This is an optimization exercise on Yosys and OpenROAD, whose aim is small area, not a production implementation. Function was not checked in any run shown here: the RTL went through the layout flow alone.

==> flow/design.v, too long to show whole: its modules and the start of the top module <==
// module cordic_sin_cos: 757 lines
module cordic_sin_cos (
    input clk, input rst_n,
    input signed [31:0] angle, input pre_vaild,
    output signed [31:0] sin, output signed [31:0] cos, output post_vaild);
  // ...
==> flow/flow/run.sh <==
#!/bin/bash
set -euo pipefail
export BUFFER_PORTS_ARGS="-buffer_cell sky130_fd_sc_hd__buf_1"
export CTS_ARGS="-sink_clustering_enable -repair_clock_nets -dont_use_dummy_load -buf_list sky130_fd_sc_hd__clkbuf_8 -sink_clustering_size 20 -sink_clustering_max_diameter 50"
bash standard.sh > standard.log 2>&1
==> flow/standard.sh <==
#!/bin/bash
# synth_recipe.tcl (not shown) runs the flow's synth.tcl, then flattens the netlist and writes it again
# the make line also repeats each setting of config.mk as NAME=value (left out here)
make -C /OpenROAD-flow-scripts/flow DESIGN_CONFIG=/design/flow/config.mk WORK_HOME=/design/flow/orfs CLKGATE_MAP_FILE= SYNTH_SCRIPT=/design/flow/synth_recipe.tcl "${@:-finish}"
==> flow/config.mk <==
export PLATFORM = sky130hd
export DESIGN_NAME = cordic_sin_cos
export DESIGN_NICKNAME = cordic_sin_cos
export VERILOG_FILES = /design/flow/design.v
export SDC_FILE = /design/flow/constraint.sdc
export NUM_CORES = 4
export LEC_CHECK = 0
export CAP_MARGIN = 20
export CORE_MARGIN = 2
export CORE_UTILIZATION = 40
export SLEW_MARGIN = 20
==> flow/constraint.sdc <==
create_clock -name core_clock -period 6.0 [get_ports {clk}]
set_input_delay 1.2000 -clock core_clock [delete_from_list [all_inputs] [get_ports {clk}]]
set_output_delay 1.2000 -clock core_clock [all_outputs]
set_load 0.01 [all_outputs]
==> run_results.csv, run 1 <==
group,metric,value,unit
setup_path,r2r-start,"d9_q4",
sta,fmax,179.0,MHz
floorplanning,dieWidth,255.2,um
routing,m1WireLength,28830,um
setup_path,arrival,6.02,ns
sta,setup_viol,0,
yosys,synth_edf_count,0,
floorplanning,rows,92,
global_routing,grt_max_degree,66,
setup_path,path_cells,"inv_1 > fa_1 > inv_1 > fa_2 > a21oi_2 > o22ai_1 > o21a_1 > or4_1 > o22ai_1 > xnor2_1 > inv_1 > ha_1 > a21o_1 > a21oi_1 > o21a_1 > nor3_2 > or2_2 > or4_1 > nor2_2 > a31o_2 > o21ai_0 > fa_1 > xor2_1",
setup_path,path_buf_inv,3,
floorplanning,initial_core_util,40.22,%
layout,nets,3504,
layout,regArea,0.005106,mm^2
sta,skew,0.06367,ns
clocking,cts_tree,"yes",
yosys,yosys.area.top_type_share,19.52,%
clocking,cts_root_buf,"clkbuf_8",
hold_path,hold_end,"s_q6",
floorplanning,pin_count,100,
yosys,synth_seq_cells,253,
yosys,yosysUniqueCellTypes,95,
global_routing,grt_util_met1,24.74,%
placement,dp_slack,0.2404,ns
setup_path,worst_setup_path_start_kind,"register",
setup_path,cp_num_cells,23,
outcome,status,"timing/DRC/antenna clean",
layout,final_cell_mix,"xnor2_1 (403), dfxtp_1 (241), a21oi_1 (232)",
floorplanning,die-area,0.06511,mm^2
placement,placedCellCount,4073,
clocking,ctsHtreeMaxLevel,2,
routing,detail_route.wl_per_cell,15.52,um
clocking,post-cts-setup-buffers,0,
setup_path,r2r_end,"y11_q5[16]",
clocking,clkTransAtPathRegs,0.08,ns
==> run 2: changes to the inputs <==
--- a/flow/design.v
+++ b/flow/design.v
@@ -20,92 +20,71 @@
 assign cm2[1] = hs1 >= 21'sd27203;
 wire d2 = cm2[{d1}];
 wire [3:0] cm3;
 assign cm3[0] = hs1 >= -21'sd41576;
 assign cm3[1] = hs1 >= 21'sd12830;
 assign cm3[2] = hs1 >= -21'sd12830;
 assign cm3[3] = hs1 >= 21'sd41576;
 wire d3 = cm3[{d2,d1}];
-wire [7:0] cm4;
-assign cm4[0] = hs1 >= -21'sd48872;
-assign cm4[1] = hs1 >= 21'sd5534;
-assign cm4[2] = hs1 >= -21'sd20126;
-assign cm4[3] = hs1 >= 21'sd34280;
-assign cm4[4] = hs1 >= -21'sd34280;
-assign cm4[5] = hs1 >= 21'sd20126;
-assign cm4[6] = hs1 >= -21'sd5534;
-assign cm4[7] = hs1 >= 21'sd48872;
-wire d4 = cm4[{d3,d2,d1}];
-wire [3:0] ts5 = {d4,d3,d2,d1};
-wire [12:0] t5 = (ts5 == 4'd0) ? 13'd3382 : (ts5 == 4'd1) ? 13'd6320 : (ts5 == 4'd2) ? 13'd7404 : (ts5 == 4'd3) ? 13'd2150 : (ts5 == 4'd4) ? 13'd5174 : (ts5 == 4'd5) ? 13'd8112 : (ts5 == 4'd6) ? 13'd1004 : (ts5 == 4'd7) ? 13'd3942 : (ts5 == 4'd8) ? 13'd4250 : (ts5 == 4'd9) ? 13'd7188 : (ts5 == 4'd10) ? 13'd80 : (ts5 == 4'd11) ? 13'd3018 : (ts5 == 4'd12) ? 13'd6042 : (ts5 == 4'd13) ? 13'd788 : (ts5 == 4'd14) ? 13'd1872 : 13'd4810;
-wire [12:0] h5 = h1_q1[12:0] + t5;
-wire d5 = ~h5_q2[12];
-wire signed [16:0] hs5 = {{4{h5_q2[12]}}, h5_q2};
-wire [1:0] cm6;
-assign cm6[0] = hs5 >= -17'sd1833;
-assign cm6[1] = hs5 >= 17'sd1833;
-wire d6 = cm6[{d5}];
-wire [3:0] cm7;
-assign cm7[0] = hs5 >= -17'sd2750;
-assign cm7[1] = hs5 >= 17'sd916;
-assign cm7[2] = hs5 >= -17'sd916;
-assign cm7[3] = hs5 >= 17'sd2750;
-wire d7 = cm7[{d6,d5}];
-wire [7:0] cm8;
-assign cm8[0] = hs5 >= -17'sd3208;
-assign cm8[1] = hs5 >= 17'sd458;
-assign cm8[2] = hs5 >= -17'sd1374;
-assign cm8[3] = hs5 >= 17'sd2292;
-assign cm8[4] = hs5 >= -17'sd2292;
-assign cm8[5] = hs5 >= 17'sd1374;
-assign cm8[6] = hs5 >= -17'sd458;
-assign cm8[7] = hs5 >= 17'sd3208;
-wire d8 = cm8[{d7,d6,d5}];
-wire [3:0] ts9 = {d8,d7,d6,d5};
-wire [8:0] t9 = (ts9 == 4'd0) ? 9'd365 : (ts9 == 4'd1) ? 9'd283 : (ts9 == 4'd2) ? 9'd67 : (ts9 == 4'd3) ? 9'd497 : (ts9 == 4'd4) ? 9'd473 : (ts9 == 4'd5) ? 9'd391 : (ts9 == 4'd6) ? 9'd175 : (ts9 == 4'd7) ? 9'd93 : (ts9 == 4'd8) ? 9'd419 : (ts9 == 4'd9) ? 9'd337 : (ts9 == 4'd10) ? 9'd121 : (ts9 == 4'd11) ? 9'd39 : (ts9 == 4'd12) ? 9'd15 : (ts9 == 4'd13) ? 9'd445 : (ts9 == 4'd14) ? 9'd229 : 9'd147;
-wire [8:0] h9 = h5_q2[8:0] + t9;
-wire d9 = ~h9_q3[8];
-wire signed [12:0] hs9 = {{4{h9_q3[8]}}, h9_q3};
-wire [1:0] cm10;
-assign cm10[0] = hs9 >= -13'sd115;
-assign cm10[1] = hs9 >= 13'sd115;
-wire d10 = cm10[{d9}];
-wire [3:0] cm11;
-assign cm11[0] = hs9 >= -13'sd172;
-assign cm11[1] = hs9 >= 13'sd58;
-assign cm11[2] = hs9 >= -13'sd58;
-assign cm11[3] = hs9 >= 13'sd172;
-wire d11 = cm11[{d10,d9}];
-wire [7:0] cm12;
-assign cm12[0] = hs9 >= -13'sd201;
-assign cm12[1] = hs9 >= 13'sd29;
-assign cm12[2] = hs9 >= -13'sd87;
-assign cm12[3] = hs9 >= 13'sd143;
-assign cm12[4] = hs9 >= -13'sd143;
-assign cm12[5] = hs9 >= 13'sd87;
-assign cm12[6] = hs9 >= -13'sd29;
-assign cm12[7] = hs9 >= 13'sd201;
-wire d12 = cm12[{d11,d10,d9}];
-wire [3:0] ts13 = {d12,d11,d10,d9};
-wire [4:0] t13 = (ts13 == 4'd0) ? 5'd23 : (ts13 == 4'd1) ? 5'd17 : (ts13 == 4'd2) ? 5'd5 : (ts13 == 4'd3) ? 5'd31 : (ts13 == 4'd4) ? 5'd29 : (ts13 == 4'd5) ? 5'd23 : (ts13 == 4'd6) ? 5'd11 : (ts13 == 4'd7) ? 5'd5 : (ts13 == 4'd8) ? 5'd27 : (ts13 == 4'd9) ? 5'd21 : (ts13 == 4'd10) ? 5'd9 : (ts13 == 4'd11) ? 5'd3 : (ts13 == 4'd12) ? 5'd1 : (ts13 == 4'd13) ? 5'd27 : (ts13 == 4'd14) ? 5'd15 : 5'd9;
-wire [4:0] h13 = h9_q3[4:0] + t13;
-wire d13 = ~h13[4];
-wire signed [8:0] hs13 = {{4{h13[4]}}, h13};
-wire [1:0] cm14;
-assign cm14[0] = hs13 >= -9'sd7;
-assign cm14[1] = hs13 >= 9'sd7;
-wire d14 = cm14[{d13}];
-wire [3:0] cm15;
-assign cm15[0] = hs13 >= -9'sd11;
-assign cm15[1] = hs13 >= 9'sd3;
-assign cm15[2] = hs13 >= -9'sd3;
-assign cm15[3] = hs13 >= 9'sd11;
-wire d15 = cm15[{d14,d13}];
-wire [5:0] rs6 = {d5,d4_q2,d3_q2,d2_q2,d1_q2,d0_q2};
+wire [2:0] ts4 = {d3,d2,d1};
+wire [13:0] t4 = (ts4 == 3'd0) ? 14'd16104 : (ts4 == 3'd1) ? 14'd10850 : (ts4 == 3'd2) ? 14'd3742 : (ts4 == 3'd3) ? 14'd14872 : (ts4 == 3'd4) ? 14'd1512 : (ts4 == 3'd5) ? 14'd12642 : (ts4 == 3'd6) ? 14'd5534 : 14'd280;
+wire [13:0] h4 = h1_q1[13:0] + t4;
+wire d4 = ~h4[13];
+wire signed [17:0] hs4 = {{4{h4[13]}}, h4};
+wire [1:0] cm5;
+assign cm5[0] = hs4 >= -18'sd3662;
+assign cm5[1] = hs4 >= 18'sd3662;
+wire d5 = cm5[{d4}];
+wire [1:0] ts6 = {d5,d4};
+wire [11:0] t6 = (ts6 == 2'd0) ? 12'd1399 : (ts6 == 2'd1) ? 12'd2267 : (ts6 == 2'd2) ? 12'd1829 : 12'd2697;
+wire [11:0] h6 = h4[11:0] + t6;
+wire d6 = ~h6_q2[11];
+wire signed [15:0] hs6 = {{4{h6_q2[11]}}, h6_q2};
+wire [1:0] cm7;
+assign cm7[0] = hs6 >= -16'sd917;
+assign cm7[1] = hs6 >= 16'sd917;
+wire d7 = cm7[{d6}];
+wire [1:0] ts8 = {d7,d6};
+wire [9:0] t8 = (ts8 == 2'd0) ? 10'd351 : (ts8 == 2'd1) ? 10'd565 : (ts8 == 2'd2) ? 10'd459 : 10'd673;
+wire [9:0] h8 = h6_q2[9:0] + t8;
+wire d8 = ~h8[9];
+wire signed [13:0] hs8 = {{4{h8[9]}}, h8};
+wire [1:0] cm9;
+assign cm9[0] = hs8 >= -14'sd229;
+assign cm9[1] = hs8 >= 14'sd229;
+wire d9 = cm9[{d8}];
+wire [1:0] ts10 = {d9,d8};
+wire [7:0] t10 = (ts10 == 2'd0) ? 8'd88 : (ts10 == 2'd1) ? 8'd142 : (ts10 == 2'd2) ? 8'd114 : 8'd168;
+wire [7:0] h10 = h8[7:0] + t10;
+wire d10 = ~h10_q3[7];
+wire signed [11:0] hs10 = {{4{h10_q3[7]}}, h10_q3};
+wire [1:0] cm11;
+assign cm11[0] = hs10 >= -12'sd57;
+assign cm11[1] = hs10 >= 12'sd57;
+wire d11 = cm11[{d10}];
+wire [1:0] ts12 = {d11,d10};
+wire [5:0] t12 = (ts12 == 2'd0) ? 6'd22 : (ts12 == 2'd1) ? 6'd36 : (ts12 == 2'd2) ? 6'd28 : 6'd42;
+wire [5:0] h12 = h10_q3[5:0] + t12;
+wire d12 = ~h12[5];
+wire signed [9:0] hs12 = {{4{h12[5]}}, h12};
+wire [1:0] cm13;
+assign cm13[0] = hs12 >= -10'sd14;
+assign cm13[1] = hs12 >= 10'sd14;
+wire d13 = cm13[{d12}];
+wire [1:0] ts14 = {d13,d12};
+wire [3:0] t14 = (ts14 == 2'd0) ? 4'd5 : (ts14 == 2'd1) ? 4'd9 : (ts14 == 2'd2) ? 4'd7 : 4'd11;
+wire [3:0] h14 = h12[3:0] + t14;
+wire d14 = ~h14[3];
+wire signed [7:0] hs14 = {{4{h14[3]}}, h14};
+wire [1:0] cm15;
+assign cm15[0] = hs14 >= -8'sd4;
+assign cm15[1] = hs14 >= 8'sd4;
+wire d15 = cm15[{d14}];
+wire [5:0] rs6 = {d5_q2,d4_q2,d3_q2,d2_q2,d1_q2,d0_q2};
 wire [16:0] x6 = (rs6 == 6'd0) ? 17'd121846 : (rs6 == 6'd1) ? 17'd64869 : (rs6 == 6'd2) ? 17'd46361 : (rs6 == 6'd3) ? 17'd46301 : (rs6 == 6'd4) ? 17'd22389 : (rs6 == 6'd5) ? 17'd61579 : (rs6 == 6'd6) ? 17'd62696 : (rs6 == 6'd7) ? 17'd19035 : (rs6 == 6'd8) ? 17'd7028 : (rs6 == 6'd9) ? 17'd65146 : (rs6 == 6'd10) ? 17'd56333 : (rs6 == 6'd11) ? 17'd33464 : (rs6 == 6'd12) ? 17'd36858 : (rs6 == 6'd13) ? 17'd54174 : (rs6 == 6'd14) ? 17'd65454 : (rs6 == 6'd15) ? 17'd3018 : (rs6 == 6'd16) ? 17'd129996 : (rs6 == 6'd17) ? 17'd65514 : (rs6 == 6'd18) ? 17'd51766 : (rs6 == 6'd19) ? 17'd40168 : (rs6 == 6'd20) ? 17'd29882 : (rs6 == 6'd21) ? 17'd58313 : (rs6 == 6'd22) ? 17'd64581 : (rs6 == 6'd23) ? 17'd11082 : (rs6 == 6'd24) ? 17'd15085 : (rs6 == 6'd25) ? 17'd63764 : (rs6 == 6'd26) ? 17'd60061 : (rs6 == 6'd27) ? 17'd26189 : (rs6 == 6'd28) ? 17'd43317 : (rs6 == 6'd29) ? 17'd49165 : (rs6 == 6'd30) ? 17'd65321 : (rs6 == 6'd31) ? 17'd125918 : (rs6 == 6'd32) ? 17'd125916 : (rs6 == 6'd33) ? 17'd65319 : (rs6 == 6'd34) ? 17'd49163 : (rs6 == 6'd35) ? 17'd43317 : (rs6 == 6'd36) ? 17'd26191 : (rs6 == 6'd37) ? 17'd60061 : (rs6 == 6'd38) ? 17'd63764 : (rs6 == 6'd39) ? 17'd15085 : (rs6 == 6'd40) ? 17'd11082 : (rs6 == 6'd41) ? 17'd64580 : (rs6 == 6'd42) ? 17'd58313 : (rs6 == 6'd43) ? 17'd29882 : (rs6 == 6'd44) ? 17'd40170 : (rs6 == 6'd45) ? 17'd51768 : (rs6 == 6'd46) ? 17'd65516 : (rs6 == 6'd47) ? 17'd129998 : (rs6 == 6'd48) ? 17'd3018 : (rs6 == 6'd49) ? 17'd65454 : (rs6 == 6'd50) ? 17'd54174 : (rs6 == 6'd51) ? 17'd36858 : (rs6 == 6'd52) ? 17'd33466 : (rs6 == 6'd53) ? 17'd56335 : (rs6 == 6'd54) ? 17'd65147 : (rs6 == 6'd55) ? 17'd7030 : (rs6 == 6'd56) ? 17'd19037 : (rs6 == 6'd57) ? 17'd62698 : (rs6 == 6'd58) ? 17'd61581 : (rs6 == 6'd59) ? 17'd22389 : (rs6 == 6'd60) ? 17'd46303 : (rs6 == 6'd61) ? 17'd46365 : (rs6 == 6'd62) ? 17'd64873 : 17'd121850;
 wire [16:0] yt6 = (rs6 == 6'd0) ? 17'd66203 : (rs6 == 6'd1) ? 17'd121850 : (rs6 == 6'd2) ? 17'd84773 : (rs6 == 6'd3) ? 17'd46365 : (rs6 == 6'd4) ? 17'd69493 : (rs6 == 6'd5) ? 17'd22389 : (rs6 == 6'd6) ? 17'd112037 : (rs6 == 6'd7) ? 17'd62698 : (rs6 == 6'd8) ? 17'd65927 : (rs6 == 6'd9) ? 17'd7030 : (rs6 == 6'd10) ? 17'd97607 : (rs6 == 6'd11) ? 17'd56335 : (rs6 == 6'd12) ? 17'd76898 : (rs6 == 6'd13) ? 17'd36858 : (rs6 == 6'd14) ? 17'd128054 : (rs6 == 6'd15) ? 17'd65454 : (rs6 == 6'd16) ? 17'd65558 : (rs6 == 6'd17) ? 17'd129998 : (rs6 == 6'd18) ? 17'd90904 : (rs6 == 6'd19) ? 17'd51768 : (rs6 == 6'd20) ? 17'd72759 : (rs6 == 6'd21) ? 17'd29882 : (rs6 == 6'd22) ? 17'd119989 : (rs6 == 6'd23) ? 17'd64580 : (rs6 == 6'd24) ? 17'd67308 : (rs6 == 6'd25) ? 17'd15085 : (rs6 == 6'd26) ? 17'd104882 : (rs6 == 6'd27) ? 17'd60061 : (rs6 == 6'd28) ? 17'd81907 : (rs6 == 6'd29) ? 17'd43317 : (rs6 == 6'd30) ? 17'd5154 : (rs6 == 6'd31) ? 17'd65319 : (rs6 == 6'd32) ? 17'd65753 : (rs6 == 6'd33) ? 17'd125918 : (rs6 == 6'd34) ? 17'd87757 : (rs6 == 6'd35) ? 17'd49165 : (rs6 == 6'd36) ? 17'd71011 : (rs6 == 6'd37) ? 17'd26189 : (rs6 == 6'd38) ? 17'd115987 : (rs6 == 6'd39) ? 17'd63764 : (rs6 == 6'd40) ? 17'd66491 : (rs6 == 6'd41) ? 17'd11082 : (rs6 == 6'd42) ? 17'd101189 : (rs6 == 6'd43) ? 17'd58313 : (rs6 == 6'd44) ? 17'd79304 : (rs6 == 6'd45) ? 17'd40168 : (rs6 == 6'd46) ? 17'd1074 : (rs6 == 6'd47) ? 17'd65514 : (rs6 == 6'd48) ? 17'd65618 : (rs6 == 6'd49) ? 17'd3018 : (rs6 == 6'd50) ? 17'd94214 : (rs6 == 6'd51) ? 17'd54174 : (rs6 == 6'd52) ? 17'd74737 : (rs6 == 6'd53) ? 17'd33464 : (rs6 == 6'd54) ? 17'd124043 : (rs6 == 6'd55) ? 17'd65146 : (rs6 == 6'd56) ? 17'd68374 : (rs6 == 6'd57) ? 17'd19035 : (rs6 == 6'd58) ? 17'd108682 : (rs6 == 6'd59) ? 17'd61579 : (rs6 == 6'd60) ? 17'd84707 : (rs6 == 6'd61) ? 17'd46301 : (rs6 == 6'd62) ? 17'd9222 : 17'd64869;
 wire [16:0] y6 = yt6 ^ {17{~d6}};
 wire [17:0] x7_c;
 wire [16:0] x7;
 assign x7_c[0] = d6;
 wire [11:0] x7_l = {1'b0, x6[10], x6[9], x6[8], x6[7], x6[6], x6[5], x6[4], x6[3], x6[2], x6[1], x6[0]} + {1'b0, ~y6[16], ~y6[15], ~y6[14], ~y6[13], ~y6[12], ~y6[11], ~y6[10], ~y6[9], ~y6[8], ~y6[7], ~y6[6]} + d6;
 assign x7[10:0] = x7_l[10:0];
@@ -229,17 +208,17 @@
 assign yh9[13] = y8[13] ^ yh9_t ^ yh9_lc13;
 wire yh9_lc14 = yh9_t ? (y8[13] | yh9_lc13) : (y8[13] & yh9_lc13);
 assign yh9[14] = y8[14] ^ yh9_t ^ yh9_lc14;
 assign yh9_c[15] = yh9_t ? ((y8[12] | y8[13] | y8[14]) | yh9_c[12]) : ((y8[12] & y8[13] & y8[14]) & yh9_c[12]);
 assign yh9[15] = y8[15] ^ yh9_t ^ yh9_c[15];
 wire yh9_lc16 = yh9_t ? (y8[15] | yh9_c[15]) : (y8[15] & yh9_c[15]);
 assign yh9[16] = y8[16] ^ yh9_t ^ yh9_lc16;
 assign yh9_c[17] = yh9_t ? ((y8[15] | y8[16]) | yh9_c[15]) : ((y8[15] & y8[16]) & yh9_c[15]);
-wire f8 = d8_q3 ^ d9;
+wire f8 = d8_q3 ^ d9_q3;
 wire [16:0] y9 = yh9 ^ {17{f8}};
 wire [17:0] x10_c;
 wire [16:0] x10;
 assign x10_c[0] = d9_q4;
 wire [8:0] x10_l = {1'b0, x9_q4[7], x9_q4[6], x9_q4[5], x9_q4[4], x9_q4[3], x9_q4[2], x9_q4[1], x9_q4[0]} + {1'b0, ~y9_q4[16], ~y9_q4[15], ~y9_q4[14], ~y9_q4[13], ~y9_q4[12], ~y9_q4[11], ~y9_q4[10], ~y9_q4[9]} + d9_q4;
 assign x10[7:0] = x10_l[7:0];
 assign x10_c[8] = x10_l[8];
 wire x10_t = ~y9_q4[16];
@@ -656,20 +635,22 @@
 wire [4:0] y16_l = {1'b0, y15_q7[3:0]} + {1'b0, w15[3:0]};
 wire [13:0] y16_p = y15_q7[17:4] + 14'd1;
 wire [13:0] y16_m = y15_q7[17:4] - 14'd1;
 wire y16_inc = y16_l[4] & ~w15[3];
 wire y16_dec = ~y16_l[4] & w15[3];
 wire [17:0] y16 = {y16_inc ? y16_p : (y16_dec ? y16_m : y15_q7[17:4]), y16_l[3:0]};
 reg [16:0] h1_q1;
 always @(posedge clk) h1_q1 <= h1;
-reg [12:0] h5_q2;
-always @(posedge clk) h5_q2 <= h5;
-reg [8:0] h9_q3;
-always @(posedge clk) h9_q3 <= h9;
+reg [11:0] h6_q2;
+always @(posedge clk) h6_q2 <= h6;
+reg [7:0] h10_q3;
+always @(posedge clk) h10_q3 <= h10;
+reg d5_q2;
+always @(posedge clk) d5_q2 <= d5;
 reg d4_q2;
 always @(posedge clk) d4_q2 <= d4;
 reg d3_q2;
 always @(posedge clk) d3_q2 <= d3;
 reg d2_q2;
 always @(posedge clk) d2_q2 <= d2;
 reg d1_q2;
 always @(posedge clk) d1_q2 <= d1;
@@ -680,22 +661,24 @@
 reg [16:0] x7_q3;
 always @(posedge clk) x7_q3 <= x7;
 reg [16:0] y7_q3;
 always @(posedge clk) y7_q3 <= y7;
 reg d7_q3;
 always @(posedge clk) d7_q3 <= d7;
 reg d8_q3;
 always @(posedge clk) d8_q3 <= d8;
+reg d9_q3;
+always @(posedge clk) d9_q3 <= d9;
 reg [16:0] x9_q4;
 always @(posedge clk) x9_q4 <= x9;
 reg [16:0] y9_q4;
 always @(posedge clk) y9_q4 <= y9;
 reg d9_q4;
-always @(posedge clk) d9_q4 <= d9;
+always @(posedge clk) d9_q4 <= d9_q3;
 reg d10_q4;
 always @(posedge clk) d10_q4 <= d10;
 reg d11_q4;
 always @(posedge clk) d11_q4 <= d11;
 reg [17:0] x11_q5;
 always @(posedge clk) x11_q5 <= x11;
 reg [17:0] y11_q5;
 always @(posedge clk) y11_q5 <= y11;
==> run_results.csv, run 2 <==
group,metric,value,unit
layout,mostFrequentLayoutCell,"xnor2_1",
global_routing,grt_usage,18.47,%
placement,dp_slack,0.1261,ns
global_routing,grt_pass1_vias,20180,
yosys,synth_nets,3341,
sta,fin_crit,5.684,ns
clocking,hold_buffers,0,
yosys,yosys_warnings,1,
placement,dpl_cell_area,0.02634,mm^2
floorplanning,die-area,0.06418,mm^2
yosys,synthArstFlopShare,2.767,%
yosys,synth_common_cells,"xnor2_1 (438), dfxtp_1 (246), a21oi_1 (215), nor2_1 (200), nand2_1 (197)",
floorplanning,rows,91,
placement,gp_congestion,0.9312,
clocking,clockBufferDepth,3,
sta,hold_viol_final,0,
layout,nets,3417,
yosys,synth_seq_cells,253,
job,max_cap_violations,0,
routing,wl,60470,um
routing,dr.first_iter.drc_count,1467,
routing,vias_per_cell,5.338,
layout,layout.cells.non_filler,3990,
routing,drc,0,
yosys,synth_top_cell_by_area,"dfxtp_1",
yosys,seq_area_frac_synth,20.51,%
routing,firstDrtPassIters,8,
yosys,netlist_area,0.02487,mm^2
floorplanning,pin_count,100,
clocking,cts_tree,"yes",
placement,io_buffers,92,
sta,skew,0.1136,ns
yosys,synth_area_leaders,"dfxtp_1 (20%), xnor2_1 (15%), ha_1 (9.1%)",
placement,placedCellCount,3950,
routing,detail_route.wl_per_cell,15.16,um
routing,ant_nets,0,
clocking,insertion_delay,0.66,ns
sta,setup_tns,0,ns
sta,min_period_over_period,94.74,%
routing,vias,21300,
yosys,synth.avg_cell_area,8.079,um^2
sta,maxSlewHeadroom,31.88,%
placement,hpwlAfterDp,48050,um
floorplanning,initial_core_util,40.37,%
setup_path,end_kind,"register",
global_routing,antenna_found_initial,0,
clocking,cts_sinks,253,
floorplanning,core-area,0.06160,mm^2
hold_path,hp-class,"reg2reg",
global_routing,grt_max_degree,95,
sta,setup_viol,0,
clocking,cts_made_buffers,31,
clocking,clkTransAtPathRegs,0.09,ns
layout,stdcell_area,0.02694,mm^2
layout,final_cell_mix,"xnor2_1 (437), dfxtp_1 (238), a21oi_1 (207)",
layout,drive_gt1_share,7.836,%
clocking,ctsHtreeMaxLevel,1,
outcome,status,"timing/DRC/antenna clean",
sta,hold_ws,0.2406,ns
global_routing,grt_pass1_wl,99570,um
layout,final_util,43.73,%
yosys,synth_edf_count,0,
sta,drv_slew,0,
setup_path,arrival,6.16,ns
sta,fmax,175.9,MHz
hold_path,whs_path_depth,0,
yosys,yosysUniqueCellTypes,110,
yosys,synth_most_common_cell,"xnor2_1",
layout,area_growth_syn_to_layout,8.327,%
setup_path,worst_setup_path_start_kind,"register",
floorplanning,dieWidth,253.3,um
yosys,synth_ff_type,"dfxtp_1",
clocking,cts_root_buf,"clkbuf_8",
yosys,synth_cells,3078,
global_routing,grt_overflow,0,
sta,rsz0062_at_grt,"true",
setup_path,worstPathRequired,6.48,ns
sta,tightest_slew,1.017,ns
setup_path,reg2regPathDepth,26,
setup_path,cp_max_fo,3,
sta,setup_slack,0.3157,ns
floorplanning,die_h,253.3,um
yosys,yosys.area.top_type_share,19.80,%
setup_path,path_class,"reg2reg",
## run 2: logic make-up (layout without fill, tap and decap cells)
logic type	Yosys count	after routing	share of synthesized area, %
mux	47	47	1.922
other cells	0	1	0
flops	253	253	20.51
simple gates	850	850	17.40
compound gates	776	776	20.56
buf+inv	344	418	5.872
fa+ha+maj	228	228	12.89
xor+xnor	580	580	20.85
## run 2: area by class of cell
| type | count | area [um^2] |
|---|---|---|
| Timing Repair Buffer | 205 | 1222 |
| Fill cell | 6312 | 34660 |
| Inverter | 182 | 683.2 |
| Antenna cell | 1 | 2.502 |
| Tap cell | 837 | 1047 |
| Sequential cell | 253 | 5110 |
| Clock buffer | 31 | 426.7 |
| Multi-Input combinational cell | 2481 | 18450 |
## run 2: timing repair
action                     in CTS  in global routing
setup buffers                   0                  8
resized for setup               2                 27
setup endpoints to repair      16                 52
pin swaps                       0                 17
## run 2: worst paths after layout
| path | startpoint | to | slack, ns |
|---|---|---|---|
| setup / recovery | h1_q1[2] | h6_q2[11] | 0.32 |
| hold / removal | s_q1 | s_q2 | 0.24 |
| setup reg to reg | h1_q1[2] | h6_q2[11] | 0.32 |
| hold reg to reg | s_q1 | s_q2 | 0.24 |
| max in group asynchronous | rst_n | vr[0] | 5.31 |
| min in group asynchronous | rst_n | vr[5] | 0.44 |
## run 2: critical path, cell delays in order (launching register included)
cell       delay, ns
dfxtp_2         0.34
nor3_2          0.17
a21boi_0        0.12
o31a_1          0.26
o2111a_1        0.25
or2_2           0.32
ha_1            0.33
a21oi_2         0.18
o21bai_1        0.11
a2111o_1        0.41
a311oi_2        0.32
buf_4           0.17
xor2_2          0.17
buf_4           0.14
a41oi_1         0.14
a21oi_2         0.22
ha_1            0.26
a21o_1          0.19
a21oi_2         0.14
o21bai_1        0.09
a21oi_2         0.16
nor2b_1         0.07
o2111ai_1       0.19
nand3_1         0.13
o41a_1          0.34
xor2_1          0.16
xnor2_1         0.12
## run 2: per-layer routing
| layer | share of wire (%) | GRT usage (%) |
|---|---|---|
| met1 | 44 | 22.98 |
| met5 | 0 | 0 |
| met3 | 4.3 | 2.313 |
| met2 | 48 | 32.85 |
| met4 | 3.2 | 5.985 |

-- afterwards: timing with drivers on the ports --
In the flow no input, the clock included, has a driving cell. The finished layouts below were timed again as built, in two steps. Step 1 (the two cells are an assumption about what drives the block):
set clk [get_ports {clk}]
set_driving_cell -lib_cell sky130_fd_sc_hd__clkbuf_16 $clk
set_driving_cell -lib_cell sky130_fd_sc_hd__buf_2 [delete_from_list [all_inputs] $clk]
Step 2 adds t to the input delays and takes it off the output delays; t is the mean of the earliest and latest rising clock arrival at the registers after step 1. Input paths then give back, and output paths get back, about the clock's delay inside the block. Three values: ideal ports, drivers, drivers and shift; two values: the first two.
run | t (ns) | setup slack, ns | worst data-port slew with drivers (ns)
run 1 | 0.633 | 0.413 / 0.413 / 0.413 | 0.03
run 2 | 0.659 | 0.316 / 0.316 / 0.316 | 0.03
After both steps setup and hold are still met in every run listed.
